What follows belongs to an exercise in optimizing a design on an open flow for small area, a short achievable clock period and few clock cycles; a production flow would make more cautious choices.
At most, simulation tests tie the RTL to the original design; equivalence was not proved.
The RTL of runs 1, 2 and 8 was laid out without a check of its function.
No run shown here takes its clock network from TritonCTS; it comes from the design's own scripts or RTL.
The flow treats the clock pin as an ideal source. Dropping or thinning the clock tree relies on that and would not hold on a real chip.
Power figures rest on the tool's default switching activity, not on a simulated workload.

File: flow/design.v
`timescale 1ns / 1ps
module day3_part2_top( clk, rst, rom_addr, rom_data, sum, done );
    input clk;
    input rst;
    output [13:0] rom_addr;
    input [7:0] rom_data;
    output [31:0] sum;
    output done;
    reg        rst_q;       
    reg [13:0] addr;
    reg        addr_cy;     
    reg [6:0]  hi;          
    reg [7:0]  lo;          
    reg        pz;          
    reg        l1, l2, l3;  
    reg [52:1] seen1;
    reg [52:1] seen2;
    reg        keep1a;      
    reg        keep1b;      
    reg        keep2a;      
    reg        keep2b;      
    reg [5:0]  badge;
    reg        add;         
    reg        add2;        
    reg        c3;
    reg [5:0]  sum_lo;
    reg        carry;       
    reg        carry2;      
    reg [11:0] sum_hi;
    reg        fin;         
    reg        fin2;
    reg        fin3;
    reg        int_done;
    wire zero = hi[0] & lo[0];
    wire eol = zero & ~pz;                        
    wire last = eol & l3;                         
    wire [52:1] keep1 = {{26{keep1b}}, {26{keep1a}}};
    wire [52:1] keep2 = {{26{keep2b}}, {26{keep2a}}};
    reg [52:1] hit;
    integer i;
    always @(*)
        for (i = 1; i <= 52; i = i + 1)
            hit[i] = hi[i / 8] & lo[i % 8];
    reg [5:0] enc;
    always @(*) begin
        enc = 6'd0;
        for (i = 1; i <= 52; i = i + 1)
            if (seen1[i]) enc = enc | i[5:0];
    end
    assign rom_addr = addr;
    assign sum = {14'd0, sum_hi, sum_lo};
    assign done = int_done;
    always @(posedge clk) begin
        rst_q <= rst;
        if (rst_q) begin
            addr <= 14'd0;
            addr_cy <= 1'b0;
        end else begin
            addr[6:0] <= addr[6:0] + 7'd1;
            addr[13:7] <= addr[13:7] + {6'd0, addr_cy};
            addr_cy <= (addr[6:0] == 7'd126);
        end
        for (i = 0; i < 7; i = i + 1)
            hi[i] <= (rom_data[5:3] == i);
        for (i = 0; i < 8; i = i + 1)
            lo[i] <= (rom_data[2:0] == i);
        pz <= zero;
        l1 <= ~rst_q & ((~l1 & ~l2 & ~l3) | (l1 & ~eol) | last);
        l2 <= ~rst_q & ((l2 & ~eol) | (l1 & eol));
        l3 <= ~rst_q & ((l3 & ~eol) | (l2 & eol));
        keep1a <= ~rst_q & ~(eol & (l2 | l3));
        keep1b <= ~rst_q & ~(eol & l2) & ~last;
        keep2a <= ~rst_q & ~last;
        keep2b <= ~rst_q & ~(eol & (l1 | l3));
        seen1 <= (seen1 & keep1) | (hit & ({52{l1}} | ({52{l3}} & seen2)));
        seen2 <= (seen2 & keep2) | (hit & {52{l2}} & seen1);
        badge <= enc;
        add <= ~rst_q & last & ~int_done;
        add2 <= ~rst_q & add;
        if (rst_q) begin
            sum_lo <= 6'd0;
            c3 <= 1'b0;
            carry <= 1'b0;
            carry2 <= 1'b0;
            sum_hi <= 12'd0;
        end else begin
            {c3, sum_lo[2:0]} <= {1'b0, sum_lo[2:0]} + {1'b0, badge[2:0] & {3{add}}};
            {carry, sum_lo[5:3]} <= {1'b0, sum_lo[5:3]} + {1'b0, badge[5:3] & {3{add2}}} + {3'd0, c3};
            {carry2, sum_hi[5:0]} <= {1'b0, sum_hi[5:0]} + {6'd0, carry};
            sum_hi[11:6] <= sum_hi[11:6] + {5'd0, carry2};
        end
        fin <= ~rst_q & zero & pz & l1;
        fin2 <= ~rst_q & fin;
        fin3 <= ~rst_q & fin2;
        int_done <= ~rst & ~rst_q & (int_done | fin3);
    end
endmodule
File: flow/flow/run.sh
#!/bin/bash
# The standard layout (standard.sh), except:
# - the clock tree is built by flow/mycts.tcl, run as ORFS's PRE_CTS_TCL hook,
#   which then skips clock_tree_synthesis: the clock port drives 4 root
#   inverters, each driving 2 leaf inverters, each driving an equal-count grid
#   cluster of flip-flops (two inversions: the flip-flops see the port clock);
# - the port buffers are buf_2 cells instead of delay cells;
# - setup repair does not insert buffers (unbuffer, sizeup, swap only).
# All tool output goes to standard.log and ORFS's own logs under orfs/logs.
set -euo pipefail
export PRE_CTS_TCL=$PWD/flow/mycts.tcl
export MYCTS_COLS=4
export MYCTS_ROWS=2
export MYCTS_ROOT=sky130_fd_sc_hd__clkinv_16
export MYCTS_LEAF=sky130_fd_sc_hd__clkinv_16
export MYCTS_OUTBUF=sky130_fd_sc_hd__buf_2
export MYCTS_INBUF=sky130_fd_sc_hd__buf_2
export SETUP_MOVE_SEQUENCE=unbuffer,sizeup,swap
bash standard.sh > standard.log 2>&1
File: flow/flow/mycts.tcl
set nleaf_cols [expr {[info exists ::env(MYCTS_COLS)] ? $::env(MYCTS_COLS) : 2}]
set nleaf_rows [expr {[info exists ::env(MYCTS_ROWS)] ? $::env(MYCTS_ROWS) : 4}]
set root_master_name [expr {[info exists ::env(MYCTS_ROOT)] ? $::env(MYCTS_ROOT) : "sky130_fd_sc_hd__clkbuf_16"}]
set leaf_master_name [expr {[info exists ::env(MYCTS_LEAF)] ? $::env(MYCTS_LEAF) : "sky130_fd_sc_hd__clkbuf_16"}]

set db [ord::get_db]
set block [ord::get_db_block]
set clk_net [$block findNet clk]
set leaf_master [$db findMaster $leaf_master_name]

# flip-flop clock pins on the clock net
set sinks {}
foreach it [$clk_net getITerms] {
  set inst [$it getInst]
  set loc [$inst getLocation]
  set m [$inst getMaster]
  set x [expr {[lindex $loc 0] + [$m getWidth] / 2}]
  set y [expr {[lindex $loc 1] + [$m getHeight] / 2}]
  lappend sinks [list $x $y $it]
}
set n [llength $sinks]
puts "mycts: $n clock sinks, $nleaf_cols x $nleaf_rows leaves"

# grid partition with equal counts: columns by x, then rows by y
set sinks [lsort -integer -index 0 $sinks]
set clusters {}
for {set c 0} {$c < $nleaf_cols} {incr c} {
  set lo [expr {($c * $n) / $nleaf_cols}]
  set hi [expr {(($c + 1) * $n) / $nleaf_cols - 1}]
  set col [lsort -integer -index 1 [lrange $sinks $lo $hi]]
  set m [llength $col]
  for {set r 0} {$r < $nleaf_rows} {incr r} {
    set lo2 [expr {($r * $m) / $nleaf_rows}]
    set hi2 [expr {(($r + 1) * $m) / $nleaf_rows - 1}]
    lappend clusters [lrange $col $lo2 $hi2]
  }
}

proc centroid {pts} {
  set sx 0; set sy 0
  foreach p $pts { set sx [expr {$sx + [lindex $p 0]}]; set sy [expr {$sy + [lindex $p 1]}] }
  set k [llength $pts]
  return [list [expr {$sx / $k}] [expr {$sy / $k}]]
}

proc place_at {inst x y} {
  set m [$inst getMaster]
  set x0 [expr {$x - [$m getWidth] / 2}]
  set y0 [expr {$y - [$m getHeight] / 2}]
  $inst setLocation [expr {int($x0)}] [expr {int($y0)}]
  $inst setPlacementStatus PLACED
}

set leaf_pos {}
foreach cl $clusters { lappend leaf_pos [centroid $cl] }
set root_nets {}
for {set c 0} {$c < $nleaf_cols} {incr c} {
  if {$root_master_name eq "none"} {
    lappend root_nets $clk_net
    continue
  }
  set rp [centroid [lrange $leaf_pos [expr {$c * $nleaf_rows}] [expr {($c + 1) * $nleaf_rows - 1}]]]
  set root [odb::dbInst_create $block [$db findMaster $root_master_name] "mycts_root_$c"]
  place_at $root [lindex $rp 0] [lindex $rp 1]
  set rnet [odb::dbNet_create $block "mycts_root_net_$c"]
  $rnet setSigType CLOCK
  [$root findITerm A] connect $clk_net
  [$root findITerm [expr {[$root findITerm X] ne "NULL" ? "X" : "Y"}]] connect $rnet
  lappend root_nets $rnet
}

set i 0
foreach cl $clusters pos $leaf_pos {
  set leaf [odb::dbInst_create $block $leaf_master "mycts_leaf_$i"]
  place_at $leaf [lindex $pos 0] [lindex $pos 1]
  set net [odb::dbNet_create $block "mycts_net_$i"]
  $net setSigType CLOCK
  [$leaf findITerm A] connect [lindex $root_nets [expr {$i / $nleaf_rows}]]
  [$leaf findITerm [expr {[$leaf findITerm X] ne "NULL" ? "X" : "Y"}]] connect $net
  foreach p $cl {
    set it [lindex $p 2]
    $it disconnect
    $it connect $net
  }
  puts "mycts: leaf $i at $pos drives [llength $cl] sinks"
  incr i
}
$clk_net setSigType CLOCK

set_propagated_clock [all_clocks]

# the tree is built: make the flow's CTS calls no-ops (repair_clock_inverters
# would clone the root inverters for each of their loads)
rename clock_tree_synthesis orig_clock_tree_synthesis
proc clock_tree_synthesis {args} { puts "mycts: clock_tree_synthesis skipped" }
rename repair_clock_inverters orig_repair_clock_inverters
proc repair_clock_inverters {args} { puts "mycts: repair_clock_inverters skipped" }

# Output ports: the flow's port buffers are slow delay cells; use buf_2.
if {[info exists ::env(MYCTS_OUTBUF)] && $::env(MYCTS_OUTBUF) ne ""} {
  foreach port [all_outputs] {
    set net [get_nets [get_full_name $port]]
    foreach pin [get_pins -of_objects $net -filter "direction == output"] {
      set inst [get_cells -of_objects $pin]
      set cell [get_property $inst ref_name]
      if {[string match "sky130_fd_sc_hd__*buf*" $cell] || [string match "sky130_fd_sc_hd__dly*" $cell]} {
        replace_cell [get_property $inst full_name] $::env(MYCTS_OUTBUF)
      }
    }
  }
}

# Input ports (but the clock): the flow's port buffers are slow delay cells.
if {[info exists ::env(MYCTS_INBUF)] && $::env(MYCTS_INBUF) ne ""} {
  foreach port [all_inputs] {
    set pname [get_full_name $port]
    if {$pname eq "clk"} { continue }
    set net [get_nets $pname]
    foreach pin [get_pins -of_objects $net -filter "direction == input"] {
      set inst [get_cells -of_objects $pin]
      set cell [get_property $inst ref_name]
      if {[string match "sky130_fd_sc_hd__*buf*" $cell] || [string match "sky130_fd_sc_hd__dly*" $cell]} {
        replace_cell [get_property $inst full_name] $::env(MYCTS_INBUF)
      }
    }
  }
}
File: flow/standard.sh
#!/bin/bash
# synth_recipe.tcl (not shown) runs the flow's synth.tcl, then flattens the netlist and writes it again
# the make line also repeats each setting of config.mk as NAME=value (left out here)
make -C /OpenROAD-flow-scripts/flow DESIGN_CONFIG=/design/flow/config.mk WORK_HOME=/design/flow/orfs CLKGATE_MAP_FILE= SYNTH_SCRIPT=/design/flow/synth_recipe.tcl "${@:-finish}"
File: flow/config.mk
export PLATFORM = sky130hd
export DESIGN_NAME = day3_part2_top
export DESIGN_NICKNAME = day3_part2_top
export VERILOG_FILES = /design/flow/design.v
export SDC_FILE = /design/flow/constraint.sdc
export NUM_CORES = 4
export LEC_CHECK = 0
export ABC_CLOCK_PERIOD_IN_PS = 1500
export CAP_MARGIN = 20
export CORE_MARGIN = 2
export CORE_UTILIZATION = 40
export SETUP_SLACK_MARGIN = 2.5
export SLEW_MARGIN = 20
File: flow/constraint.sdc
create_clock -name core_clock -period 4.0 [get_ports {clk}]
set_input_delay 0.8000 -clock core_clock [delete_from_list [all_inputs] [get_ports {clk}]]
set_output_delay 0.8000 -clock core_clock [all_outputs]
set_load 0.01 [all_outputs]
==> results of run 1 <==
## worst max-delay path, stage by stage (launching register included)
cell and delay [ns]:
dfxtp_2 0.33, or4_4 0.55, nand2b_4 0.16, or4_4 0.41
## per-layer routing
metal,up-vias,GRT usage (%),part of all wire [%],wire (um)
met5,-,0,0,0
met4,0,4.55,2.2,326
met3,27,0.984,5.8,860
met2,177,28.9,47,6910
met1,2333,23.9,45,6680
li1,2309,-,-,-
## through the flow
step,power [W],cells
6_report,0.00288,881
5_1_grt,0.00300,881
4_1_cts,0.00290,880
3_5_place_dp,0.00195,868
3_3_place_gp,0.00195,868
2_1_floorplan,0.00191,664
## sequential cells by signal (all words and copies together), names as in the netlist, 6 cells and up
signal,count
addr,14
badge,6
hi,7
lo,8
seen1,52
seen2,52
sum_hi,12
sum_lo,6
## cell usage after synthesis (all sizes together) (2+ instances only)
cell type and instances:
a21oi 9, a32o 52, and2 12, and3b 6, and4b 2, buf 14
clkbuf 41, dfxtp 176, fa 3, ha 13, inv 8, mux2i 2
nand2 74, nand2b 6, nand3 11, nand4b 2, nor2 31, nor2b 12
nor3 10, nor3b 6, nor4 16, o21ai 107, o21bai 3, or2 3
or3 3, or4 8, xnor2 5, xor2 9
## cell families (layout without fill, tap and decap cells)
family | count (synthesis) | after routing | share of synthesized area, %
simple gates | 205 | 205 | 16.4
flops | 176 | 176 | 55.3
compound gates | 174 | 174 | 18.0
buf+inv | 63 | 64 | 4.53
fa+ha+maj | 16 | 16 | 3.49
xor+xnor | 14 | 14 | 1.92
mux | 2 | 2 | 0.314
other cells | 1 | 14 | 0.0588
## final cells by class
class | count | area (um^2)
inverters | 20 | 390
repair buffers | 44 | 250
well taps | 216 | 270
fillers | 1483 | 8550
flip-flops and latches | 176 | 3570
multi-input cells | 425 | 2680
## cell usage in the layout, fill, tap and decap left out, types with 2 or more instances in the layout
master	synthesis	layout
ha_1	13	13
and2_1	12	12
fa_2	0	2
or3_1	3	3
and4b_1	2	2
a21oi_1	9	9
clkinv_16	0	12
xor2_1	9	9
or4_1	8	3
xnor2_1	5	5
inv_2	0	2
nor3_1	10	10
or2_1	3	2
nor2_1	31	31
nor2b_1	12	12
or4_4	0	5
nor4_2	1	4
o21ai_1	52	52
nand2b_1	6	5
nor3b_1	6	6
nand4b_1	2	2
buf_4	14	2
nand3_1	11	11
o21bai_1	3	3
o21ai_0	55	55
a32o_1	51	51
dfxtp_4	0	3
dfxtp_1	176	145
buf_2	0	40
nand2_1	74	73
dfxtp_2	0	28
and3b_1	6	5
mux2i_1	2	2
nor4_1	15	11
conb_1	1	14
inv_1	8	6
## what timing repair did
item / 4_1_cts / 5_1_grt
setup endpoints to repair: 85 / 69
resized for setup: 23 / 31
pin swaps: 3 / 7
## power breakdown
group / leakage, nW / total [W] / internal (W) / switching (W)
Sequential: 1.44 / 0.00182 / 0.00177 / 0.0000472
Combinational: 1.12 / 0.0000931 / 0.0000340 / 0.0000591
Clock: 0.137 / 0.000965 / 0.000247 / 0.000718
## final timing paths
kind                                            end  cells past startpoint  slack [ns]
worst min register to register         fin3$_DFF_P_                      1        0.44
worst min-delay path                   fin3$_DFF_P_                      1        0.44
worst max-delay path            badge[2]$_SDFF_PP1_                      3        2.43
worst max register to register  badge[2]$_SDFF_PP1_                      3        2.43
==> results_dict.tcl, run 1 <==
set metrics [dict create \
    outcome "finished clean" \
    drv_slew 0 \
    grt_max_degree 58 \
    track_usage_pct 17.1 \
    syn_inst 651 \
    dp_slack_ns 2.15 \
    dpl_cell_area_um2 6860 \
    ys.warnings.count 1 \
    critical_path.startpoint_type "flop" \
    routedWlPerCell_um 16.8 \
    setup_ws_ns 2.43 \
    holdBufCountCts 0 \
    hold_class "flop to flop" \
    synthFlopType "dfxtp_1" \
    cp.arrival_ns 1.58 \
    die_x_um 130 \
    netlist_area_um2 6380 \
    p_leak_nw 2.69 \
    grt_pass1_vias 4571 \
    grt_overflow 0 \
    cts_setup_buffers 0 \
    utilization_pct 45.6 \
    rsz0062_at_grt "yes" \
    synth_edf_count 0 \
    avgSynthCellArea_um2 9.79 \
    tns_ns 0 \
    whs_ns 0.436 \
    antenna_cells 0 \
    fmax_ghz 0.638 \
    required_ns 4.02 \
    io_buffers 40 \
    hold_viol 0 \
    relSlewSlack_pct 28.6 \
    cts.clk_slew.worst_paths_ns 0.05 \
    initial_core_util_pct 40.6 \
    die_h_um 130 \
    grt_pass1_wl_mm 23.7 \
    end_kind "flop" \
    drt_first_pass_iters 5 \
    crit_start "seen1[36]$_DFF_P_" \
    die_area_um2 17000 \
    final_nets 693 \
    synthArstFlopShare_pct 0 \
    ys_top_cells_by_area "dfxtp_1 (55%), a32o_1 (8.0%), nand2_1 (4.4%)" \
    via_count 4846 \
    setup_violations 0 \
    power_density_nw_per_um2 402 \
    dp.final_hpwl_mm 9.75 \
    fin_skew_ns 0.0133 \
    antenna_found_initial 0 \
    drc 0 \
    ys_types 38 \
    ys_seq_area_share_pct 55.3 \
    ir_drop_v 0.000267 \
    fin_crit_ns 1.57 \
    io-pin-count 57 \
    reg2reg_from "seen1[36]$_DFF_P_" \
    wirelength_mm 14.8 \
    fin_crit_sh_pct 39.2 \
    place_congestion 0.867 \
    clock_latency_ns 0.15 \
    maxCapViolCount 0 \
    final_area_um2 7160 \
    drive_gt1_share_pct 15.9 \
    worstPathMaxFanout 3 \
    criticalPathCategory "flop to flop" \
    hp-start "fin2$_DFF_P_" \
    synth_top_area_share_pct 55.3 \
    via_per_inst 5.50 \
    worstMarginPinSlew_ns 1.07 \
    syn_to_final_growth_pct 12.4 \
    synth_top_cell_by_area "dfxtp_1" \
    num_rows 46 \
    synth-seq-cells 176 \
    dr.first_iter.drc_count 450 \
    postRouteAntennaNets 0 \
    core_um2 15700 \
]
==> inputs of run 2 (changes only) <==
--- a/flow/flow/run.sh
+++ b/flow/flow/run.sh
@@ -12,8 +12,12 @@
 export MYCTS_COLS=4
 export MYCTS_ROWS=2
-export MYCTS_ROOT=sky130_fd_sc_hd__clkinv_16
-export MYCTS_LEAF=sky130_fd_sc_hd__clkinv_16
+export MYCTS_ROOT=sky130_fd_sc_hd__inv_12
+export MYCTS_LEAF=sky130_fd_sc_hd__inv_16
 export MYCTS_OUTBUF=sky130_fd_sc_hd__buf_2
 export MYCTS_INBUF=sky130_fd_sc_hd__buf_2
 export SETUP_MOVE_SEQUENCE=unbuffer,sizeup,swap
+# slow wide OR gates are left out of synthesis and repair; adders are plain
+# gates for abc rather than full-adder cells
+export DONT_USE_CELLS="sky130_fd_sc_hd__or4* sky130_fd_sc_hd__or3*"
+export ADDER_MAP_FILE=
 bash standard.sh > standard.log 2>&1
==> run 2 against run 1 <==
Largest power group unchanged. Still clean on timing, DRC and antenna. Clock skew shrank 0.0038 ns. Flip-flop and latch count is the same. Worst setup slack lost 0.34 ns. Highest routed layer unchanged.
==> results_dict.tcl, run 2 <==
set metrics [dict create \
    drive_gt1_share_pct 14.2 \
    avgSynthCellArea_um2 9.59 \
    cts.clk_slew.worst_paths_ns 0.07 \
    drt_first_pass_iters 4 \
    track_usage_pct 17.2 \
    fin_crit_sh_pct 47.7 \
    reg_top3 "seen1 x52, seen2 x52, addr x14" \
    hold_class "flop to flop" \
    drv_slew 0 \
    num_rows 45 \
    dp.final_hpwl_mm 9.63 \
    hp-start "fin$_DFF_P_" \
    grt_pass1_wl_mm 23.7 \
    critical_path.startpoint_type "flop" \
    die_x_um 129 \
    dpl_cell_area_um2 6780 \
    ys_top_cells_by_area "dfxtp_1 (56%), a32o_1 (8.1%), nand2_1 (5.0%)" \
    drc 0 \
    reg2reg_to "badge[1]$_SDFF_PP1_" \
    relSlewSlack_pct 28.4 \
    grt_pass1_vias 4595 \
    via_count 4907 \
    tns_ns 0 \
    postRouteAntennaNets 0 \
    setup_violations 0 \
    io-pin-count 57 \
    worstMarginPinSlew_ns 1.07 \
    synth_edf_count 0 \
    netlist_area_um2 6300 \
    fillers 1469 \
    final_area_um2 6900 \
    synth_most_common_cell "dfxtp_1" \
    final_cell_mix "dfxtp_1 (149), nand2_1 (84), o21ai_1 (56)" \
    io_buffers 40 \
    core_um2 15300 \
    critPathSlowestCell "or4_4" \
    fin_crit_ns 1.91 \
    crit_path_max_incr_delay_ns 0.54 \
    synthArstFlopShare_pct 0 \
    final_nets 683 \
    r2r_slack_ns 2.09 \
    r2r_cells 3 \
    yosys-top-cells-count "dfxtp_1 (176), nand2_1 (84), o21ai_1 (56), o21ai_0 (55), a32o_1 (51)" \
    power_density_nw_per_um2 407 \
    die_area_um2 16800 \
    rsz0062_at_grt "yes" \
    via_per_inst 5.56 \
    synth_top_cell_by_area "dfxtp_1" \
    antenna_found_initial 0 \
    ys_types 38 \
    synth_top_area_share_pct 55.9 \
    outcome "finished clean" \
    utilization_pct 45.1 \
    wirelength_mm 14.8 \
    cts_setup_buffers 0 \
    ys.warnings.count 1 \
    dr.first_iter.drc_count 361 \
    grt_max_degree 58 \
    fin_skew_ns 0.00952 \
    synth-seq-cells 176 \
    antenna_cells 0 \
    required_ns 3.99 \
    initial_core_util_pct 41.1 \
    crit_top_cell "or4_4" \
    ir_drop_v 0.000318 \
    syn_inst 657 \
    syn_to_final_growth_pct 9.57 \
    worstPathMaxFanout 3 \
    grt_overflow 0 \
    maxCapViolCount 0 \
    holdPathStages 1 \
    hold_viol 0 \
    path_cells "or4_4 > or4_1 > or4_4" \
    reg2reg_from "seen1[18]$_DFF_P_" \
    end_kind "flop" \
    routedWlPerCell_um 16.7 \
    fmax_ghz 0.524 \
    final_common_cell "dfxtp_1" \
    clock_latency_ns 0.12 \
    synthFlopType "dfxtp_1" \
    cp.arrival_ns 1.90 \
    ys_seq_area_share_pct 55.9 \
    die_h_um 129 \
    whs_endpoint "fin2$_DFF_P_" \
    place_congestion 0.849 \
    holdBufCountCts 0 \
    p_leak_nw 2.50 \
    criticalPathCategory "flop to flop" \
]
run 2: cells by family (layout without fill, tap and decap cells):
group,Yosys count,after routing,share of synthesized area (%)
buf+inv,55,56,4.11
fa+ha+maj,1,1,0.159
mux,1,1,0.179
simple gates,210,210,16.2
flops,176,176,55.9
other cells,1,14,0.0595
xor+xnor,31,31,4.31
compound gates,182,182,19.0
run 2: worst max-delay path, delay by kind of cell, from the launching register on:
| kind | cells | cell delay, ns |
|---|---|---|
| flip-flops | 1 | 0.33 |
| AND/OR/NAND/NOR | 3 | 1.45 |
run 2: worst max path at each step:
stage	depth (start not counted)	startpoint	endpoint	slack [ns]
floorplan	3	seen1[18]$_DFF_P_	badge[1]$_SDFF_PP1_	2.22
finish	3	seen1[18]$_DFF_P_	badge[1]$_SDFF_PP1_	2.09
global route	3	seen1[18]$_DFF_P_	badge[1]$_SDFF_PP1_	2.07
detailed placement	3	seen1[18]$_DFF_P_	badge[1]$_SDFF_PP1_	2.05
global placement	3	seen1[18]$_DFF_P_	badge[1]$_SDFF_PP1_	2.03
CTS	3	seen1[18]$_DFF_P_	badge[1]$_SDFF_PP1_	2.09
run 2: area by class of cell:
cell class | instances | area, um^2 | share of cell area, %
multi-input cells | 439 | 2620 | 37.9
repair buffers | 42 | 228 | 3.30
inverters | 14 | 233 | 3.37
well taps | 211 | 264 | 3.82
flip-flops and latches | 176 | 3560 | 51.6
run 2: through the flow:
stage	setup WS [ns]	hold slack [ns]	instances	power [W]
finish	2.09	0.438	882	0.00281
CTS	2.09	0.445	882	0.00283
global route	2.07	0.462	882	0.00291
global placement	2.03	0.419	870	0.00195
detailed placement	2.05	0.428	870	0.00195
floorplan	2.22	0.414	670	0.00191
run 2: layer usage:
layer	vias up	track usage, %	share of wire, %
met5	-	0	0
met4	0	4.62	2.3
met3	25	1.03	5.2
met2	162	29.9	47
met1	2370	23.5	46
li1	2350	-	-
run 2: repair_timing:
item	4_1_cts	5_1_grt
cloned	0	0
pin swaps	5	3
setup endpoints to repair	70	66
gates resized for setup	25	20
run 2: power by group:
group	switching, W	internal, W
sequential	0.0000539	0.00178
combinational	0.0000546	0.0000324
clock	0.000685	0.000205
==> inputs of run 3 (changes only) <==
--- a/flow/design.v
+++ b/flow/design.v
@@ -9,5 +9,4 @@
     reg        rst_q;       
     reg [13:0] addr;
-    reg        addr_cy;     
     reg [6:0]  hi;          
     reg [7:0]  lo;          
@@ -25,10 +24,8 @@
     reg        c3;
     reg [5:0]  sum_lo;
-    reg        carry;       
-    reg        carry2;      
+    reg        carry;
     reg [11:0] sum_hi;
     reg        fin;         
     reg        fin2;
-    reg        fin3;
     reg        int_done;
     wire zero = hi[0] & lo[0];
@@ -53,12 +50,5 @@
     always @(posedge clk) begin
         rst_q <= rst;
-        if (rst_q) begin
-            addr <= 14'd0;
-            addr_cy <= 1'b0;
-        end else begin
-            addr[6:0] <= addr[6:0] + 7'd1;
-            addr[13:7] <= addr[13:7] + {6'd0, addr_cy};
-            addr_cy <= (addr[6:0] == 7'd126);
-        end
+        addr <= rst_q ? 14'd0 : addr + 14'd1;
         for (i = 0; i < 7; i = i + 1)
             hi[i] <= (rom_data[5:3] == i);
@@ -82,16 +72,17 @@
             c3 <= 1'b0;
             carry <= 1'b0;
-            carry2 <= 1'b0;
             sum_hi <= 12'd0;
         end else begin
-            {c3, sum_lo[2:0]} <= {1'b0, sum_lo[2:0]} + {1'b0, badge[2:0] & {3{add}}};
-            {carry, sum_lo[5:3]} <= {1'b0, sum_lo[5:3]} + {1'b0, badge[5:3] & {3{add2}}} + {3'd0, c3};
-            {carry2, sum_hi[5:0]} <= {1'b0, sum_hi[5:0]} + {6'd0, carry};
-            sum_hi[11:6] <= sum_hi[11:6] + {5'd0, carry2};
+            if (add)
+                {c3, sum_lo[2:0]} <= {1'b0, sum_lo[2:0]} + {1'b0, badge[2:0]};
+            if (add2)
+                {carry, sum_lo[5:3]} <= {1'b0, sum_lo[5:3]} + {1'b0, badge[5:3]} + {3'd0, c3};
+            else
+                carry <= 1'b0;
+            sum_hi <= sum_hi + {11'd0, carry};
         end
         fin <= ~rst_q & zero & pz & l1;
         fin2 <= ~rst_q & fin;
-        fin3 <= ~rst_q & fin2;
-        int_done <= ~rst & ~rst_q & (int_done | fin3);
+        int_done <= ~rst & ~rst_q & (int_done | fin2);
     end
 endmodule
--- a/flow/flow/run.sh
+++ b/flow/flow/run.sh
@@ -16,4 +16,5 @@
 export MYCTS_OUTBUF=sky130_fd_sc_hd__buf_2
 export MYCTS_INBUF=sky130_fd_sc_hd__buf_2
+export MYCTS_OUTFF=sky130_fd_sc_hd__dfxtp_2
 export SETUP_MOVE_SEQUENCE=unbuffer,sizeup,swap
 # slow wide OR gates are left out of synthesis and repair; adders are plain
--- a/flow/flow/mycts.tcl
+++ b/flow/flow/mycts.tcl
@@ -126,2 +126,22 @@
   }
 }
+
+# Flip-flops that drive an output port's buffer: upsize to MYCTS_OUTFF (same
+# cell type, larger drive), so the path to the output is fast.
+if {[info exists ::env(MYCTS_OUTFF)] && $::env(MYCTS_OUTFF) ne ""} {
+  foreach port [all_outputs] {
+    set net [get_nets [get_full_name $port]]
+    foreach pin [get_pins -of_objects $net -filter "direction == output"] {
+      set buf [get_cells -of_objects $pin]
+      foreach in [get_pins -of_objects $buf -filter "direction == input"] {
+        set n2 [get_nets -of_objects $in]
+        foreach drv [get_pins -of_objects $n2 -filter "direction == output"] {
+          set ff [get_cells -of_objects $drv]
+          if {[get_property $ff ref_name] eq "sky130_fd_sc_hd__dfxtp_1"} {
+            replace_cell [get_property $ff full_name] $::env(MYCTS_OUTFF)
+          }
+        }
+      }
+    }
+  }
+}
--- a/flow/config.mk
+++ b/flow/config.mk
@@ -10,4 +10,4 @@
 export CORE_MARGIN = 2
 export CORE_UTILIZATION = 40
-export SETUP_SLACK_MARGIN = 2.5
+export SETUP_SLACK_MARGIN = 2.6
 export SLEW_MARGIN = 20
==> run 3 against run 2 <==
Synthesized area grew 1.2%. Largest cell class unchanged. Sequential share of layout area shrank 2.8 points. Global-route usage increased by 0.12 points. Via count is 2.2% higher. Cell count increased by 1.7%. Final area up 6.4%. Largest power group unchanged. Still clean. Worst hold slack improved by 0.015 ns.
==> results_dict.tcl, run 3 <==
set metrics [dict create \
    io-pin-count 57 \
    antenna_cells 0 \
    yosys-top-cells-count "dfxtp_1 (173), o21ai_0 (114), nand2_1 (80), a32o_1 (52)" \
    netlist_area_um2 6370 \
    yosys.area_share.simple_pct 17.5 \
    required_ns 4.05 \
    ir_drop_v 0.000300 \
    dp.final_hpwl_mm 9.88 \
    multi_input_area_um2 2830 \
    place_congestion 0.810 \
    synth_top_area_share_pct 54.3 \
    p_leak_nw 2.64 \
    synthFlopType "dfxtp_1" \
    synth-seq-cells 173 \
    syn_to_final_growth_pct 15.2 \
    cp.arrival_ns 1.51 \
    worstMarginPinSlew_ns 0.997 \
    setup_ws_ns 2.54 \
    synthAdderAreaFrac_pct 0.471 \
    grt_pass1_wl_mm 24.3 \
    setup_violations 0 \
    die_h_um 130 \
    hold_viol 0 \
    fin_skew_ns 0.0100 \
    holdPathStages 1 \
    die_x_um 130 \
    synth_most_common_cell "dfxtp_1" \
    reg_top3 "seen1 x52, seen2 x52, addr x14" \
    synthXorXnorAreaFrac_pct 3.16 \
    drive_gt1_share_pct 19.4 \
    rsz0062_at_grt "yes" \
    criticalPathCategory "flop to flop" \
    num_rows 46 \
    drv_slew 0 \
    ys_seq_area_share_pct 54.3 \
    ff_latch_area_um2 3580 \
    avgSynthCellArea_um2 9.51 \
    dr.first_iter.drc_count 359 \
    holdBufCountCts 0 \
    critical_path.startpoint_type "flop" \
    synth_top_cell_by_area "dfxtp_1" \
    power_density_nw_per_um2 383 \
    fmax_ghz 0.685 \
    fin_crit_ns 1.46 \
    synth_edf_count 0 \
    postRouteAntennaNets 0 \
    die_area_um2 17000 \
    maxCapViolCount 0 \
    initial_core_util_pct 40.6 \
    track_usage_pct 17.4 \
    fillers 1487 \
    final_nets 693 \
    io_buffers 40 \
    ys_top_cells_by_area "dfxtp_1 (54%), o21ai_0 (9.0%), a32o_1 (8.2%)" \
    tns_ns 0 \
    ys_types 41 \
    dp_slack_ns 2.16 \
    grt_pass1_vias 4670 \
    synth_compound_area_share_pct 19.1 \
    fin_crit_sh_pct 36.5 \
    clock_latency_ns 0.12 \
    routedWlPerCell_um 16.8 \
    end_kind "flop" \
    final_common_cell "dfxtp_1" \
    final_cell_mix "dfxtp_1 (131), o21ai_0 (96), nand2_1 (73)" \
    via_count 5017 \
    r2r_cells 4 \
    grt_max_degree 58 \
    wirelength_mm 15.1 \
    outcome "finished clean" \
    drt_first_pass_iters 5 \
    worstPathMaxFanout 11 \
    relSlewSlack_pct 33.5 \
    synth_top_family_by_area "compound AO/OA/AOI/OAI gates" \
    ys.warnings.count 1 \
    hold_class "flop to flop" \
    syn_inst 670 \
    grt_overflow 0 \
    synth_mux_area_share_pct 0.667 \
    drc 0 \
    cts.clk_slew.worst_paths_ns 0.07 \
    synthArstFlopShare_pct 0 \
    via_per_inst 5.59 \
    core_um2 15700 \
    antenna_found_initial 0 \
]
## run 3: power breakdown
group	internal (W)	total (W)	switching, W
registers	0.00174	0.00180	0.0000585
logic	0.0000515	0.000125	0.0000739
clock network	0.000205	0.000888	0.000683
## run 3: worst paths after layout
check / startpoint / slack [ns] / endpoint
min: int_done$_DFF_P_ / 0.45 / add$_DFF_P_
max: addr[1]$_SDFF_PP0_ / 2.54 / addr[10]$_SDFF_PP0_
max reg2reg: addr[1]$_SDFF_PP0_ / 2.54 / addr[10]$_SDFF_PP0_
min reg2reg: int_done$_DFF_P_ / 0.45 / add$_DFF_P_
## run 3: per-stage QoR
stage	utilization [%]	power (W)	instance area (um^2)	instances	hold WS (ns)
floorplan	-	0.00190	6440	683	0.414
global placement	43.6	0.00195	6850	885	0.439
detailed placement	43.6	0.00195	6850	885	0.442
CTS	45.6	0.00282	7170	897	0.454
global route	46.7	0.00292	7340	897	0.477
finish	46.7	0.00281	7340	897	0.453
## run 3: kinds of logic after synthesis
group,count (synthesis)
other,1
AOI/OAI and AO/OA,186
adders and majority gates,3
xor gates and xnor gates,23
muxes,4
and+or+nand+nor,218
DFF,173
buffers and inverters,62
## run 3: layout make-up
type                    count  area share (%)
repair buffers             42            5.62
inverters                  18            3.37
well taps                 216            3.68
multi-input cells         448            38.5
flip-flops and latches    173            48.8
## run 3: routing by layer
metal | global-route usage [%] | vias to the layer above | part of all wire (%)
met3 | 1.11 | 20 | 3.8
li1 | - | 2425 | -
met5 | 0 | - | 0
met4 | 3.23 | 0 | 1.9
met1 | 23.1 | 2447 | 45
met2 | 31.4 | 125 | 50
## run 3: worst max-delay path, cell delays in order (launching register included)
cell     delay [ns]
dfxtp_4        0.37
and4_4         0.27
nand4_4        0.15
or4_4          0.46
a21oi_2        0.14
## run 3: what timing repair did
action	in CTS	in global routing
cloned	0	0
pin swaps	3	7
gates resized for setup	64	60
setup endpoints to repair	99	77
buffers inserted	0	0
Testbench counts of run 3, summed over its fixed seeds: cycles 164,595.
==> inputs of run 4 (changes only) <==
--- a/flow/config.mk
+++ b/flow/config.mk
@@ -10,4 +10,4 @@
 export CORE_MARGIN = 2
 export CORE_UTILIZATION = 40
-export SETUP_SLACK_MARGIN = 2.6
+export SETUP_SLACK_MARGIN = 2.55
 export SLEW_MARGIN = 20
==> run 4 against run 3 <==
Register-to-register slack better by 0.02 ns. Final area shrank 2.9%. Via count rose by 0.12%. Synthesized cell count unchanged. Still clean. Sequential power about the same. Critical endpoint is now rom_addr[9]. Cell count unchanged. Flip-flop and latch count stayed put. Fmax increased by 1.1%. Die area stayed put. Total power hardly changed.
==> results_dict.tcl, run 4 <==
set metrics [dict create \
    holdBufCountCts 0 \
    final_cell_mix "dfxtp_1 (137), o21ai_0 (113), nand2_1 (74)" \
    synth-seq-cells 173 \
    maxCapViolCount 0 \
    track_usage_pct 17.8 \
    drive_gt1_share_pct 17.5 \
    syn_to_final_growth_pct 11.9 \
    synthArstFlopShare_pct 0 \
    final_area_um2 7130 \
    die_x_um 130 \
    drt_first_pass_iters 5 \
    setup_violations 0 \
    via_per_inst 5.60 \
    fillers 1516 \
    place_congestion 0.842 \
    synth_top_area_share_pct 54.3 \
    clock_latency_ns 0.12 \
    power.total_w 0.00281 \
    cts.clk_slew.worst_paths_ns 0.07 \
    avgSynthCellArea_um2 9.51 \
    routedWlPerCell_um 17.0 \
    power_density_nw_per_um2 394 \
    wirelength_mm 15.2 \
    grt_max_degree 58 \
    critPathTopFamily "flip-flops" \
    num_rows 46 \
    ys_seq_area_share_pct 54.3 \
    rsz0062_at_grt "yes" \
    cts_setup_buffers 0 \
    via_count 5023 \
    io-pin-count 57 \
    ys_types 41 \
    io_buffers 40 \
    p_leak_nw 2.58 \
    crit_path_max_incr_delay_ns 0.38 \
    grt_pass1_vias 4815 \
    criticalPathCategory "flop to output pin" \
    hold_viol 0 \
    antenna_cells 0 \
    core_um2 15700 \
    required_ns 3.20 \
    ys.warnings.count 1 \
    tns_ns 0 \
    dr.first_iter.drc_count 421 \
    fin_crit_ns 1.44 \
    fin_skew_ns 0.00862 \
    worstMarginPinSlew_ns 1.06 \
    end_kind "output pin" \
    postRouteAntennaNets 0 \
    initial_core_util_pct 40.6 \
    die_h_um 130 \
    synth_edf_count 0 \
    die_area_um2 17000 \
    syn_inst 670 \
    worstPathMaxFanout 7 \
    fmax_ghz 0.693 \
    multi_input_area_um2 2770 \
    ir_drop_v 0.000285 \
    final_nets 693 \
    dp.final_hpwl_mm 9.93 \
    path_cells "buf_2" \
    reg_top3 "seen1 x52, seen2 x52, addr x14" \
    netlist_area_um2 6370 \
    grt_pass1_wl_mm 24.9 \
    hold_class "flop to flop" \
    crit_buf_inv 1 \
    yosys-top-cells-count "dfxtp_1 (173), o21ai_0 (114), nand2_1 (80), a32o_1 (52)" \
    grt_overflow 0 \
    ff_latch_area_um2 3550 \
    critical_path.startpoint_type "flop" \
    synthFlopType "dfxtp_1" \
    cp.arrival_ns 0.64 \
    fin_crit_sh_pct 36.1 \
    final_common_cell "dfxtp_1" \
    dpl_cell_area_um2 6840 \
    antenna_found_initial 0 \
    drc 0 \
    synth_top_cell_by_area "dfxtp_1" \
    critPathSlowestCell "dfxtp_2" \
    ys_top_cells_by_area "dfxtp_1 (54%), o21ai_0 (9.0%), a32o_1 (8.2%)" \
    synth_most_common_cell "dfxtp_1" \
    drv_slew 0 \
    relSlewSlack_pct 29.2 \
    outcome "finished clean" \
]
run 4: cell count changes in the layout (fill, tap and decap cells not counted), moves of 6 or more:
cell and change:
buf_2 +18, buf_6 -19, dfxtp_1 +6, dfxtp_4 -11
nand2_4 -6, o21ai_0 +17, o21ai_1 -17
run 4: metal layers:
layer / track usage, % / share of wire (%)
met1: 23.9 / 44
met2: 31.2 / 48
met3: 1.31 / 5.0
met4: 4.81 / 2.6
met5: 0 / 0
run 4: cell families after synthesis:
group | Yosys count | synth area share [%]
compound gates | 186 | 19.1
xor+xnor | 23 | 3.16
fa+ha+maj | 3 | 0.471
buf+inv | 62 | 4.71
flops | 173 | 54.3
mux | 4 | 0.667
other cells | 1 | 0.0588
simple gates | 218 | 17.5
run 4: through the flow:
stage / hold slack (ns) / util, % / instances / worst slack (ns)
6_report: 0.448 / 45.4 / 897 / 2.56
5_1_grt: 0.449 / 45.4 / 897 / 2.49
4_1_cts: 0.447 / 44.4 / 897 / 2.52
3_5_place_dp: 0.444 / 43.6 / 885 / 2.15
3_3_place_gp: 0.433 / 43.6 / 885 / 2.18
2_1_floorplan: 0.414 / - / 683 / 2.55
run 4: report_power, final:
group	total [W]	switching [W]	internal (W)
clock	0.000885	0.000680	0.000205
sequential	0.00180	0.0000573	0.00174
combinational	0.000122	0.0000723	0.0000497
total	0.00281	0.000809	0.00200
run 4: final cells by class:
cell class / instances / share of cell area (%)
inverter: 18 / 3.47
multi-input combinational: 448 / 38.8
sequential: 173 / 49.7
tap: 216 / 3.79
timing repair buffer: 42 / 4.16
run 4: path summary, 6_finish.rpt:
path                      startpoint                   to  slack (ns)  cells after the start
setup / recovery  addr[9]$_SDFF_PP0_          rom_addr[9]        2.56                      1
setup reg to reg  addr[1]$_SDFF_PP0_  addr[10]$_SDFF_PP0_        2.56                      4
hold reg to reg     int_done$_DFF_P_          add$_DFF_P_        0.45                      1
hold / removal      int_done$_DFF_P_          add$_DFF_P_        0.45                      1
run 4: timing repair:
item                                    CTS  global route
hold endpoints to repair                  0             0
endpoints found under the setup margin   77            51
resized for setup                        24            38
pin swaps                                 6             7
==> inputs of run 5 (changes only) <==
--- a/flow/config.mk
+++ b/flow/config.mk
@@ -10,4 +10,4 @@
 export CORE_MARGIN = 2
 export CORE_UTILIZATION = 40
-export SETUP_SLACK_MARGIN = 2.55
+export SETUP_SLACK_MARGIN = 2.5
 export SLEW_MARGIN = 20
==> run 5 against run 4 <==
Largest power group unchanged. First-iteration DRC count is 7.1% higher. Critical path type is now flop to flop. Wire length fell by 2.9%. Clock skew increased by 0.0035 ns. Synthesized cell count unchanged. Final area is 2.3% lower. Synthesized area unchanged. Worst setup slack lost 0.026 ns. Flip-flop and latch count did not move.
==> results_dict.tcl, run 5 <==
set metrics [dict create \
    final_cell_mix "dfxtp_1 (138), o21ai_0 (114), nand2_1 (80)" \
    syn_inst 670 \
    setup_violations 0 \
    cp.arrival_ns 1.44 \
    routedWlPerCell_um 16.5 \
    die_h_um 130 \
    fillers 1520 \
    drive_gt1_share_pct 15.9 \
    synth_top_area_share_pct 54.3 \
    power_density_nw_per_um2 401 \
    maxCapViolCount 0 \
    syn_to_final_growth_pct 9.31 \
    num_rows 46 \
    drt_first_pass_iters 5 \
    setup_ws_ns 2.53 \
    reg_top3 "seen1 x52, seen2 x52, addr x14" \
    drc 0 \
    rsz0062_at_grt "yes" \
    synth-seq-cells 173 \
    outcome "finished clean" \
    cts_setup_buffers 0 \
    via_count 4973 \
    die_area_um2 17000 \
    dr.first_iter.drc_count 451 \
    tns_ns 0 \
    drv_slew 0 \
    fin_skew_ns 0.0121 \
    initial_core_util_pct 40.6 \
    dp.final_hpwl_mm 9.73 \
    wirelength_mm 14.8 \
    reg2reg_to "badge[1]$_SDFF_PP1_" \
    fmax_ghz 0.680 \
    r2r_cells 3 \
    hold_viol 0 \
    antenna_found_initial 0 \
    ys.warnings.count 1 \
    avgSynthCellArea_um2 9.51 \
    r2r_slack_ns 2.53 \
    yosys-top-cells-count "dfxtp_1 (173), o21ai_0 (114), nand2_1 (80), a32o_1 (52)" \
    final_common_cell "dfxtp_1" \
    worstPathMaxFanout 4 \
    ys_seq_area_share_pct 54.3 \
    reg2reg_from "seen1[11]$_DFF_P_" \
    io-pin-count 57 \
    fin_crit_sh_pct 36.8 \
    end_kind "flop" \
    grt_overflow 0 \
    synth_edf_count 0 \
    synthFlopType "dfxtp_1" \
    dp_slack_ns 2.15 \
    critical_path.startpoint_type "flop" \
    die_x_um 130 \
    criticalPathCategory "flop to flop" \
    netlist_area_um2 6370 \
    ys_types 41 \
    crit_start "seen1[11]$_DFF_P_" \
    worstMarginPinSlew_ns 1.13 \
    required_ns 3.97 \
    hold_class "flop to flop" \
    cts.clk_slew.worst_paths_ns 0.07 \
    antenna_cells 0 \
    relSlewSlack_pct 24.8 \
    postRouteAntennaNets 0 \
    whs_ns 0.435 \
    grt_max_degree 54 \
    place_congestion 0.809 \
    io_buffers 40 \
    ir_drop_v 0.000327 \
    p_leak_nw 2.55 \
    crit_end "badge[1]$_SDFF_PP1_" \
    ys_top_cells_by_area "dfxtp_1 (54%), o21ai_0 (9.0%), a32o_1 (8.2%)" \
    via_per_inst 5.54 \
    final_nets 693 \
    synth_top_cell_by_area "dfxtp_1" \
    fin_crit_ns 1.47 \
    grt_pass1_wl_mm 23.5 \
    power.total_w 0.00279 \
    clock_latency_ns 0.12 \
    synth_most_common_cell "dfxtp_1" \
    synthArstFlopShare_pct 0 \
    track_usage_pct 16.8 \
    grt_pass1_vias 4610 \
    core_um2 15700 \
]
## run 5: cell counts after synthesis
Identical to the previous run, type by type.
## run 5: what timing repair did
| item | in CTS | in global routing |
|---|---|---|
| endpoints found under the setup margin | 18 | 13 |
| hold buffers | 0 | 0 |
| resized for setup | 10 | 11 |
| pin swaps | 5 | 8 |
## run 5: logic make-up (layout without fill, tap and decap cells)
kind of cell,Yosys count,in the layout,synth area share [%]
AO/OA/AOI/OAI,186,186,19.1
XOR/XNOR,23,23,3.16
adder cells (fa/ha/maj),3,3,0.471
buffers and inverters,62,60,4.71
flip-flops,173,173,54.3
multiplexers,4,4,0.667
other,1,14,0.0588
AND/OR/NAND/NOR,218,218,17.5
## run 5: how the worst min path moves through the flow
stage	startpoint	end	slack, ns	cells past startpoint
final	int_done$_DFF_P_	add$_DFF_P_	0.43	1
after global routing	int_done$_DFF_P_	add$_DFF_P_	0.45	1
after CTS	int_done$_DFF_P_	add$_DFF_P_	0.43	1
after detailed placement	fin$_DFF_P_	fin2$_DFF_P_	0.43	1
after global placement	fin$_DFF_P_	fin2$_DFF_P_	0.42	1
after floorplan	fin$_DFF_P_	fin2$_DFF_P_	0.41	1
## run 5: layer usage
metal	vias to the layer above	part of all wire [%]	GRT usage [%]
met3	24	5.0	0.738
li1	2414	-	-
met1	2392	44	23.1
met2	143	49	29.9
met4	0	1.9	3.04
met5	-	0	0
## run 5: where the power goes
group          internal (W)  switching, W
Combinational     0.0000404     0.0000697
Sequential          0.00175     0.0000557
Clock              0.000204      0.000671
Total               0.00199      0.000796
## run 5: area by class of cell
class	count	area, um^2	share of cell area (%)
Sequential cell	173	3510	50.4
Inverter	18	248	3.56
Timing Repair Buffer	42	219	3.14
Tap cell	216	270	3.88
Multi-Input combinational cell	448	2720	39.0
## run 5: critical path, cell delays in order, from the launching register on
cell     delay, ns
dfxtp_1       0.35
or4_1         0.57
nor3_2        0.22
nand4_1       0.17
## run 5: per-stage QoR
stage          area [um^2]  cells  util (%)
2_1_floorplan         6430    683         -
3_3_place_gp          6830    885      43.5
3_5_place_dp          6830    885      43.5
4_1_cts               6920    897      44.1
5_1_grt               6970    897      44.3
6_report              6970    897      44.3
==> inputs of run 6 (changes only) <==
--- a/flow/config.mk
+++ b/flow/config.mk
@@ -9,5 +9,5 @@
 export CAP_MARGIN = 20
 export CORE_MARGIN = 2
-export CORE_UTILIZATION = 40
+export CORE_UTILIZATION = 55
 export SETUP_SLACK_MARGIN = 2.5
 export SLEW_MARGIN = 20
==> run 6 against run 5 <==
Still clean on timing, DRC and antenna. Highest routed layer unchanged. Wire length decreased by 4.3%. Cell count decreased by 8.1%. Flip-flop and latch count unchanged. Global-route usage increased by 5.8 points. Critical path depth unchanged. Largest cell class unchanged. Critical endpoint is now badge[3]$_SDFF_PP1_.
==> results_dict.tcl, run 6 <==
set metrics [dict create \
    outcome "finished clean" \
    die_h_um 112 \
    grt_pass1_wl_mm 24.1 \
    antenna_cells 0 \
    grt_pass1_vias 4741 \
    power_density_nw_per_um2 406 \
    drive_gt1_share_pct 16.3 \
    drc 0 \
    netlist_area_um2 6370 \
    ys_seq_area_share_pct 54.3 \
    via_count 4949 \
    initial_core_util_pct 56.1 \
    dr_wl_met2_mm 6.69 \
    drv_slew 0 \
    reg_top3 "seen1 x52, seen2 x52, addr x14" \
    ys_top_cells_by_area "dfxtp_1 (54%), o21ai_0 (9.0%), a32o_1 (8.2%)" \
    grt_max_degree 58 \
    track_usage_pct 22.7 \
    synth_top_area_share_pct 54.3 \
    top_layer "met4" \
    routedWlPerCell_um 17.2 \
    synthFlopType "dfxtp_1" \
    worstPathMaxFanout 4 \
    maxCapViolCount 0 \
    avgSynthCellArea_um2 9.51 \
    fin_crit_sh_pct 38.0 \
    fin_skew_ns 0.00885 \
    die_x_um 112 \
    io-pin-count 57 \
    critical_path.startpoint_type "flop" \
    antenna_found_initial 0 \
    r2r_slack_ns 2.48 \
    reg2reg_from "seen1[47]$_DFF_P_" \
    criticalPathCategory "flop to flop" \
    fin_cells 824 \
    synth_edf_count 0 \
    yosys-top-cells-count "dfxtp_1 (173), o21ai_0 (114), nand2_1 (80), a32o_1 (52)" \
    synth_most_common_cell "dfxtp_1" \
    rsz0062_at_grt "yes" \
    worstMarginPinSlew_ns 1.05 \
    fin_crit_ns 1.52 \
    via_per_inst 6.01 \
    synth_top_cell_by_area "dfxtp_1" \
    final_cell_mix "dfxtp_1 (136), o21ai_0 (113), nand2_1 (74)" \
    hold_class "flop to flop" \
    die_area_um2 12500 \
    holdBufCountCts 0 \
    end_kind "flop" \
    postRouteAntennaNets 0 \
    hp-start "int_done$_DFF_P_" \
    cts.clk_slew.worst_paths_ns 0.07 \
    final_common_cell "dfxtp_1" \
    holdPathStages 1 \
    dp.final_hpwl_mm 9.32 \
    num_rows 39 \
    fmax_ghz 0.658 \
    ys_types 41 \
    cp.arrival_ns 1.47 \
    grt_overflow 0 \
    setup_violations 0 \
    p_leak_nw 2.56 \
    io_buffers 40 \
    clock_latency_ns 0.12 \
    relSlewSlack_pct 30.1 \
    final_nets 693 \
    required_ns 3.95 \
    tns_ns 0 \
    place_congestion 0.818 \
    wirelength_mm 14.2 \
    core_um2 11400 \
    r2r_cells 3 \
    syn_to_final_growth_pct 8.01 \
    whs_ns 0.427 \
    synth-seq-cells 173 \
    dr.first_iter.drc_count 440 \
    whs_endpoint "add$_DFF_P_" \
    wl_met3_um 535 \
    syn_inst 670 \
    reg2reg_to "badge[3]$_SDFF_PP1_" \
    synthArstFlopShare_pct 0 \
    drt-met1-wl_mm 6.59 \
    dp.cells 812 \
    ir_drop_v 0.000324 \
    ys.warnings.count 1 \
    drt_first_pass_iters 5 \
    fillers 1020 \
    hold_viol 0 \
]
## run 6: what timing repair did
action | CTS | global route
pin swaps | 2 | 8
setup buffers | 0 | 0
endpoints found under the setup margin | 66 | 61
gates resized for setup | 7 | 22
## run 6: area by class of cell
cell class	count	area (um^2)	area share, %
flip-flops and latches	173	3520	51.1
multi-input cells	448	2710	39.3
inverters	18	248	3.60
repair buffers	42	231	3.36
well taps	143	179	2.60
## run 6: kinds of logic after synthesis
group	after synthesis	share of synthesized area [%]
AOI/OAI and AO/OA	186	19.1
xor gates and xnor gates	23	3.16
adders and majority gates	3	0.471
buffers and inverters	62	4.71
DFF	173	54.3
muxes	4	0.667
other	1	0.0588
and+or+nand+nor	218	17.5
## run 6: critical path: stages, from the launching register on
cell and delay (ns):
dfxtp_1 0.35, or4_1 0.59, nor2_1 0.25, nand4_1 0.17
## run 6: stage by stage
| stage | setup WS [ns] | cell area [um^2] | total power [W] | utilization (%) |
|---|---|---|---|---|
| 6_report | 2.48 | 6880 | 0.00280 | 60.5 |
| 5_1_grt | 2.46 | 6880 | 0.00291 | 60.5 |
| 4_1_cts | 2.50 | 6820 | 0.00282 | 60.0 |
| 3_5_place_dp | 2.16 | 6740 | 0.00195 | 59.3 |
| 3_3_place_gp | 2.18 | 6740 | 0.00195 | 59.3 |
| 2_1_floorplan | 2.50 | 6430 | 0.00190 | - |
## run 6: metal layers
metal | up-vias | track usage [%]
li1 | 2415 | -
met1 | 2366 | 32.4
met2 | 141 | 38.6
met3 | 27 | 1.14
met4 | 0 | 4.69
met5 | - | 0
## run 6: how the worst max path moves through the flow
stage,start,endpoint,cells past startpoint
floorplan,addr[2]$_SDFF_PP0_,addr[13]$_SDFF_PP0_,6
global placement,addr[4]$_SDFF_PP0_,rom_addr[4],1
detailed placement,addr[4]$_SDFF_PP0_,rom_addr[4],1
CTS,addr[0]$_SDFF_PP0_,addr[10]$_SDFF_PP0_,4
global route,addr[0]$_SDFF_PP0_,addr[10]$_SDFF_PP0_,4
finish,seen1[47]$_DFF_P_,badge[3]$_SDFF_PP1_,3
## run 6: power breakdown
part	total, W	switching [W]	internal, W
Sequential	0.00181	0.0000556	0.00175
Combinational	0.000110	0.0000670	0.0000426
Clock	0.000880	0.000675	0.000205
==> inputs of run 7 (changes only) <==
--- a/flow/flow/run.sh
+++ b/flow/flow/run.sh
@@ -12,6 +12,6 @@
 export MYCTS_COLS=4
 export MYCTS_ROWS=2
-export MYCTS_ROOT=sky130_fd_sc_hd__inv_12
-export MYCTS_LEAF=sky130_fd_sc_hd__inv_16
+export MYCTS_ROOT=sky130_fd_sc_hd__inv_8
+export MYCTS_LEAF=sky130_fd_sc_hd__inv_12
 export MYCTS_OUTBUF=sky130_fd_sc_hd__buf_2
 export MYCTS_INBUF=sky130_fd_sc_hd__buf_2
--- a/flow/config.mk
+++ b/flow/config.mk
@@ -9,5 +9,5 @@
 export CAP_MARGIN = 20
 export CORE_MARGIN = 2
-export CORE_UTILIZATION = 55
+export CORE_UTILIZATION = 40
 export SETUP_SLACK_MARGIN = 2.5
 export SLEW_MARGIN = 20
==> run 7 against run 6 <==
Fmax up 0.99%. Sequential share of layout area fell by 0.22 points. Register-to-register slack is essentially flat. Highest routed layer unchanged. Critical path type unchanged. Critical path depth stayed put. Worst hold slack better by 0.012 ns. Clock skew rose by 0.0052 ns. Final area up 0.44%. First-iteration DRC count shrank 5.5%. Total power shrank 3.9%.
==> results_dict.tcl, run 7 <==
set metrics [dict create \
    outcome "finished clean" \
    reg_top3 "seen1 x52, seen2 x52, addr x14" \
    grt_max_degree 54 \
    worstMarginPinSlew_ns 1.12 \
    routedWlPerCell_um 16.4 \
    final_nets 693 \
    wirelength_mm 14.8 \
    synth_top_cell_by_area "dfxtp_1" \
    relSlewSlack_pct 25.1 \
    track_usage_pct 16.9 \
    initial_core_util_pct 40.6 \
    drt_first_pass_iters 4 \
    clock_latency_ns 0.13 \
    hold_class "flop to flop" \
    rsz0062_at_grt "yes" \
    antenna_found_initial 0 \
    netlist_area_um2 6370 \
    antenna_cells 0 \
    multi_input_area_um2 2710 \
    top_layer "met4" \
    ys_top_cells_by_area "dfxtp_1 (54%), o21ai_0 (9.0%), a32o_1 (8.2%)" \
    critPathSlowestCell "or4_1" \
    cts.clk_slew.worst_paths_ns 0.08 \
    ff_latch_area_um2 3520 \
    dp_slack_ns 2.15 \
    die_area_um2 17000 \
    syn_inst 670 \
    io-pin-count 57 \
    grt_overflow 0 \
    fmax_ghz 0.664 \
    die_h_um 130 \
    synth_most_common_cell "dfxtp_1" \
    path_cells "or4_1 > nor2_2 > nand4_1" \
    synth_edf_count 0 \
    drv_slew 0 \
    dr.first_iter.drc_count 416 \
    setup_ws_ns 2.49 \
    ys_types 41 \
    crit_path_max_incr_delay_ns 0.60 \
    wl_met3_um 670 \
    final_common_cell "dfxtp_1" \
    dp.final_hpwl_mm 9.73 \
    holdBufCountCts 0 \
    die_x_um 130 \
    critPathTopFamily "simple AND/OR/NAND/NOR gates" \
    critical_path.startpoint_type "flop" \
    via_per_inst 5.55 \
    ir_drop_v 0.000307 \
    setup_violations 0 \
    synth-seq-cells 173 \
    avgSynthCellArea_um2 9.51 \
    fin_crit_sh_pct 37.6 \
    via_count 4974 \
    drc 0 \
    worstPathMaxFanout 4 \
    power_density_nw_per_um2 388 \
    postRouteAntennaNets 0 \
    crit_buf_inv 0 \
    final_cell_mix "dfxtp_1 (138), o21ai_0 (114), nand2_1 (80)" \
    dr_wl_met2_mm 7.38 \
    synthFlopType "dfxtp_1" \
    criticalPathCategory "flop to flop" \
    ys.warnings.count 1 \
    ys_seq_area_share_pct 54.3 \
    cp.arrival_ns 1.45 \
    grt_pass1_wl_mm 23.5 \
    io_buffers 40 \
    fin_crit_ns 1.51 \
    grt_pass1_vias 4632 \
    core_um2 15700 \
    crit_cells 3 \
    num_rows 46 \
    maxCapViolCount 0 \
    fillers 1522 \
    utilization_pct 44.0 \
    p_leak_nw 2.52 \
    required_ns 3.95 \
    drive_gt1_share_pct 15.9 \
    holdPathStages 1 \
    yosys-top-cells-count "dfxtp_1 (173), o21ai_0 (114), nand2_1 (80), a32o_1 (52)" \
    hold_viol 0 \
    r2r_cells 3 \
    tns_ns 0 \
    fin_skew_ns 0.0140 \
    synth_top_area_share_pct 54.3 \
    synthArstFlopShare_pct 0 \
    r2r_slack_ns 2.49 \
    end_kind "flop" \
    syn_to_final_growth_pct 8.48 \
    place_congestion 0.809 \
    drt-met1-wl_mm 6.46 \
]
-- run 7: worst paths after layout --
path | to | from
min reg2reg | add$_DFF_P_ | int_done$_DFF_P_
min | add$_DFF_P_ | int_done$_DFF_P_
max | badge[3]$_SDFF_PP1_ | seen1[47]$_DFF_P_
max reg2reg | badge[3]$_SDFF_PP1_ | seen1[47]$_DFF_P_
-- run 7: worst register-to-register path, cell delays in order, from the launching register on --
cell     delay (ns)
dfxtp_1        0.34
or4_1          0.60
nor2_2         0.21
nand4_1        0.18
-- run 7: kinds of logic after synthesis --
group	synth area share [%]
AOI/OAI and AO/OA	19.1
DFF	54.3
xor gates and xnor gates	3.16
buffers and inverters	4.71
muxes	0.667
other	0.0588
and+or+nand+nor	17.5
adders and majority gates	0.471
-- run 7: area by class of cell --
type / count / area share (%)
well taps: 216 / 3.91
multi-input cells: 448 / 39.2
flip-flops and latches: 173 / 50.9
repair buffers: 42 / 3.17
inverters: 18 / 2.86
-- run 7: metal layers --
metal | up-vias | GRT usage [%]
met1 | 2399 | 22.8
met5 | - | 0
li1 | 2415 | -
met4 | 0 | 2.97
met3 | 18 | 0.738
met2 | 142 | 30.4
-- run 7: timing repair --
item / in CTS / in global routing
endpoints found under the setup margin: 18 / 15
pin swaps: 5 / 9
gates cloned: 0 / 0
gates resized for setup: 10 / 12
buffers inserted: 0 / 0
-- run 7: metrics by stage --
step                      instances  instance area, um^2  power, W  hold WS (ns)
after global routing            897                 6910   0.00279         0.452
after CTS                       897                 6870   0.00271         0.436
after floorplan                 683                 6430   0.00190         0.414
after detailed placement        885                 6830   0.00195         0.431
final                           897                 6910   0.00269         0.438
after global placement          885                 6830   0.00195         0.424
-- run 7: power breakdown --
group	internal (W)	switching, W	leakage (nW)	total, W
Sequential	0.00175	0.0000556	1.42	0.00180
Combinational	0.0000402	0.0000694	1.02	0.000110
Clock	0.000154	0.000617	0.0826	0.000771
==> inputs of run 8 (changes only) <==
--- a/flow/design.v
+++ b/flow/design.v
@@ -9,6 +9,5 @@
     reg        rst_q;       
     reg [13:0] addr;
-    reg [6:0]  hi;          
-    reg [7:0]  lo;          
+    reg [5:0]  d;           
     reg        pz;          
     reg        l1, l2, l3;  
@@ -29,5 +28,7 @@
     reg        fin2;
     reg        int_done;
-    wire zero = hi[0] & lo[0];
+    wire [7:0] hi = 8'd1 << d[5:3];   
+    wire [7:0] lo = 8'd1 << d[2:0];   
+    wire zero = (d == 6'd0);
     wire eol = zero & ~pz;                        
     wire last = eol & l3;                         
@@ -51,8 +52,5 @@
         rst_q <= rst;
         addr <= rst_q ? 14'd0 : addr + 14'd1;
-        for (i = 0; i < 7; i = i + 1)
-            hi[i] <= (rom_data[5:3] == i);
-        for (i = 0; i < 8; i = i + 1)
-            lo[i] <= (rom_data[2:0] == i);
+        d <= rom_data[5:0];
         pz <= zero;
         l1 <= ~rst_q & ((~l1 & ~l2 & ~l3) | (l1 & ~eol) | last);
--- a/flow/flow/run.sh
+++ b/flow/flow/run.sh
@@ -12,6 +12,6 @@
 export MYCTS_COLS=4
 export MYCTS_ROWS=2
-export MYCTS_ROOT=sky130_fd_sc_hd__inv_8
-export MYCTS_LEAF=sky130_fd_sc_hd__inv_12
+export MYCTS_ROOT=sky130_fd_sc_hd__inv_12
+export MYCTS_LEAF=sky130_fd_sc_hd__inv_16
 export MYCTS_OUTBUF=sky130_fd_sc_hd__buf_2
 export MYCTS_INBUF=sky130_fd_sc_hd__buf_2
==> run 8 against run 7 <==
Still clean on timing, DRC and antenna. Sequential power shrank 3%. Sequential share of layout area is 3.8 points lower. Clock power grew 12%. Combinational power up 54%. Wire length is 15% higher. Utilization rose by 1.3 points. Die area up 0.48%. First-iteration DRC count down 0.24%. Fmax decreased by 8.6%. Final area up 3.3%. Total power up 3.4%. Largest cell class unchanged.
==> results_dict.tcl, run 8 <==
set metrics [dict create \
    synthArstFlopShare_pct 0 \
    setup_violations 0 \
    hold_viol 0 \
    synth_edf_count 0 \
    core_um2 15800 \
    yosys-top-cells-count "dfxtp_1 (164), nand2_1 (83), a21oi_1 (65), a32o_1 (52), nor2_1 (48)" \
    die_h_um 131 \
    syn_inst 681 \
    power_density_nw_per_um2 389 \
    place_congestion 0.895 \
    grt_overflow 0 \
    via_per_inst 5.89 \
    tns_ns 0 \
    io_buffers 40 \
    maxCapViolCount 0 \
    clock_latency_ns 0.12 \
    final_nets 702 \
    io-pin-count 57 \
    worstPathMaxFanout 9 \
    reg_top3 "seen1 x52, seen2 x52, addr x14" \
    critical_path.startpoint_type "flop" \
    p_leak_nw 2.56 \
    grt_max_degree 59 \
    top_layer "met4" \
    fin_crit_sh_pct 41.2 \
    dr.first_iter.drc_count 415 \
    comb_power_share_pct 6.1 \
    fin_cells 906 \
    end_kind "flop" \
    ys.warnings.count 1 \
    antenna_cells 0 \
    track_usage_pct 19.2 \
    outcome "finished clean" \
    routedWlPerCell_um 18.7 \
    via_count 5337 \
    cts_setup_buffers 0 \
    fin_skew_ns 0.0122 \
    drt_first_pass_iters 5 \
    drv_slew 0 \
    criticalPathCategory "flop to flop" \
    wl_met3_mm 1.03 \
    syn_to_final_growth_pct 11.6 \
    seqPwrFrac_pct 62.8 \
    grt_pass1_wl_mm 26.6 \
    num_rows 46 \
    wirelength_mm 17.0 \
    dp.cells 894 \
    rsz0062_at_grt "yes" \
    drc 0 \
    power_switching_share_pct 30.2 \
    ys_seq_area_share_pct 51.3 \
    utilization_pct 45.3 \
    initial_core_util_pct 40.6 \
    drt-met1-wl_mm 7.32 \
    relSlewSlack_pct 25.4 \
    r2r_slack_ns 2.35 \
    final_cell_mix "dfxtp_1 (115), nand2_1 (81), a21oi_1 (64)" \
    avgSynthCellArea_um2 9.41 \
    p_sw_w 0.000839 \
    synthFlopType "dfxtp_1" \
    internal_power_w 0.00194 \
    cts.clk_slew.worst_paths_ns 0.07 \
    netlist_area_um2 6400 \
    synth_most_common_cell "dfxtp_1" \
    die_area_um2 17000 \
    cp.arrival_ns 1.65 \
    die_x_um 131 \
    antenna_found_initial 0 \
    ir_drop_v 0.000335 \
    fmax_ghz 0.607 \
    synth-seq-cells 164 \
    worstMarginPinSlew_ns 1.12 \
    final_common_cell "dfxtp_1" \
    dr_wl_met2_mm 8.06 \
    postRouteAntennaNets 0 \
    clkPwrFrac_pct 31.1 \
    dp.final_hpwl_mm 11.1 \
    grt_pass1_vias 4975 \
    fin_crit_ns 1.65 \
    required_ns 4.00 \
    fillers 1535 \
    drive_gt1_share_pct 21.7 \
    hold_class "flop to flop" \
    synth_top_cell_by_area "dfxtp_1" \
    ys_types 52 \
    whs_ns 0.441 \
    ys_top_cells_by_area "dfxtp_1 (51%), a32o_1 (8.1%), a21oi_1 (5.1%)" \
    synth_top_area_share_pct 51.3 \
]
[run 8: cell types whose count changed after synthesis, sizes merged, moves of 6 or more]
cell    previous run  this run
a21oi             12        65
o31ai              1        39
dfxtp            173       164
clkbuf            40        33
nor2              40        48
xor2              16        10
o41ai              0         8
buf               16        27
o21ai            114        13
[run 8: kinds of logic after synthesis]
logic type	share of synthesized area, %
AOI/OAI and AO/OA	21.0
xor gates and xnor gates	2.87
adders and majority gates	0.469
buffers and inverters	5.20
DFF	51.3
muxes	0.977
other	0.0585
and+or+nand+nor	18.1
[run 8: through the flow]
step,total power (W),instance area [um^2],setup slack (ns)
floorplan,0.00188,6460,2.46
global placement,0.00193,6860,1.88
detailed placement,0.00194,6860,1.87
CTS,0.00280,7070,2.35
global route,0.00289,7150,2.28
finish,0.00278,7150,2.35
[run 8: final timing paths]
kind	to	cells past startpoint	start
worst max register to register	l3$_DFF_P_	4	d[3]$_DFF_P_
worst min register to register	fin2$_DFF_P_	1	fin$_DFF_P_
worst max-delay path	l3$_DFF_P_	4	d[3]$_DFF_P_
worst min-delay path	fin2$_DFF_P_	1	fin$_DFF_P_
[run 8: timing repair]
item                       in CTS  in global routing
setup endpoints to repair     112                104
pin swaps                      14                 24
resized for setup              38                 28
hold buffers                    0                  0
cloned                          0                  0
[run 8: final cells by class]
cell class	count	area (um^2)	share of cell area (%)
Tap cell	216	270	3.78
Multi-Input combinational cell	462	3020	42.2
Timing Repair Buffer	44	238	3.33
Inverter	20	255	3.57
Sequential cell	164	3370	47.1
[run 8: power groups by stage]
stage                     registers [W]  logic, W  clock network [W]
after floorplan                 0.00173  0.000147                  0
after global placement          0.00177  0.000164                  0
after detailed placement        0.00177  0.000170                  0
after CTS                       0.00174  0.000164           0.000890
after global routing            0.00175  0.000187           0.000958
final                           0.00174  0.000169           0.000865
[run 8: layer usage]
metal / up-vias / track usage, %
met2: 245 / 33.0
li1: 2495 / -
met4: 0 / 6.13
met1: 2561 / 25.9
met3: 36 / 1.30
met5: - / 0
[run 8: worst max-delay path, cell delays in order (launching register included)]
cell and delay [ns]:
dfxtp_2 0.39, or3_4 0.50, nor3_4 0.36, mux2i_1 0.22
nor2_1 0.05

-- re-timing with driven ports --
Ports are ideal in the flow. The routed layouts listed here were re-timed in OpenROAD.
Step 1, drivers: a clkbuf_16 drives clk and a buf_2 each remaining input, both assumed.
Step 2, shift: input delay + t, output delay - t, t = (earliest + latest rising clock arrival at the registers) / 2. This alone moves slack from input paths to output paths.
Slacks: ideal / step 1 / step 2; pairs: ideal / step 1.
run | shift t [ns] | setup slack, ns | pins driven straight from the clock port
run 1 | 0.338 | 2.433 / 2.319 / 2.432 | 4
run 2 | 0.270 | 2.092 / 2.092 / 2.092 | 4
run 3 | 0.271 | 2.540 / 2.418 / 2.540 | 4
run 4 | 0.267 | 2.556 / 2.404 / 2.561 | 4
run 5 | 0.269 | 2.530 / 2.382 / 2.529 | 4
run 6 | 0.268 | 2.480 / 2.390 / 2.481 | 4
run 7 | 0.245 | 2.495 / 2.408 / 2.495 | 4
run 8 | 0.267 | 2.353 / 2.352 / 2.352 | 4
After both steps setup and hold are still met in every run listed.
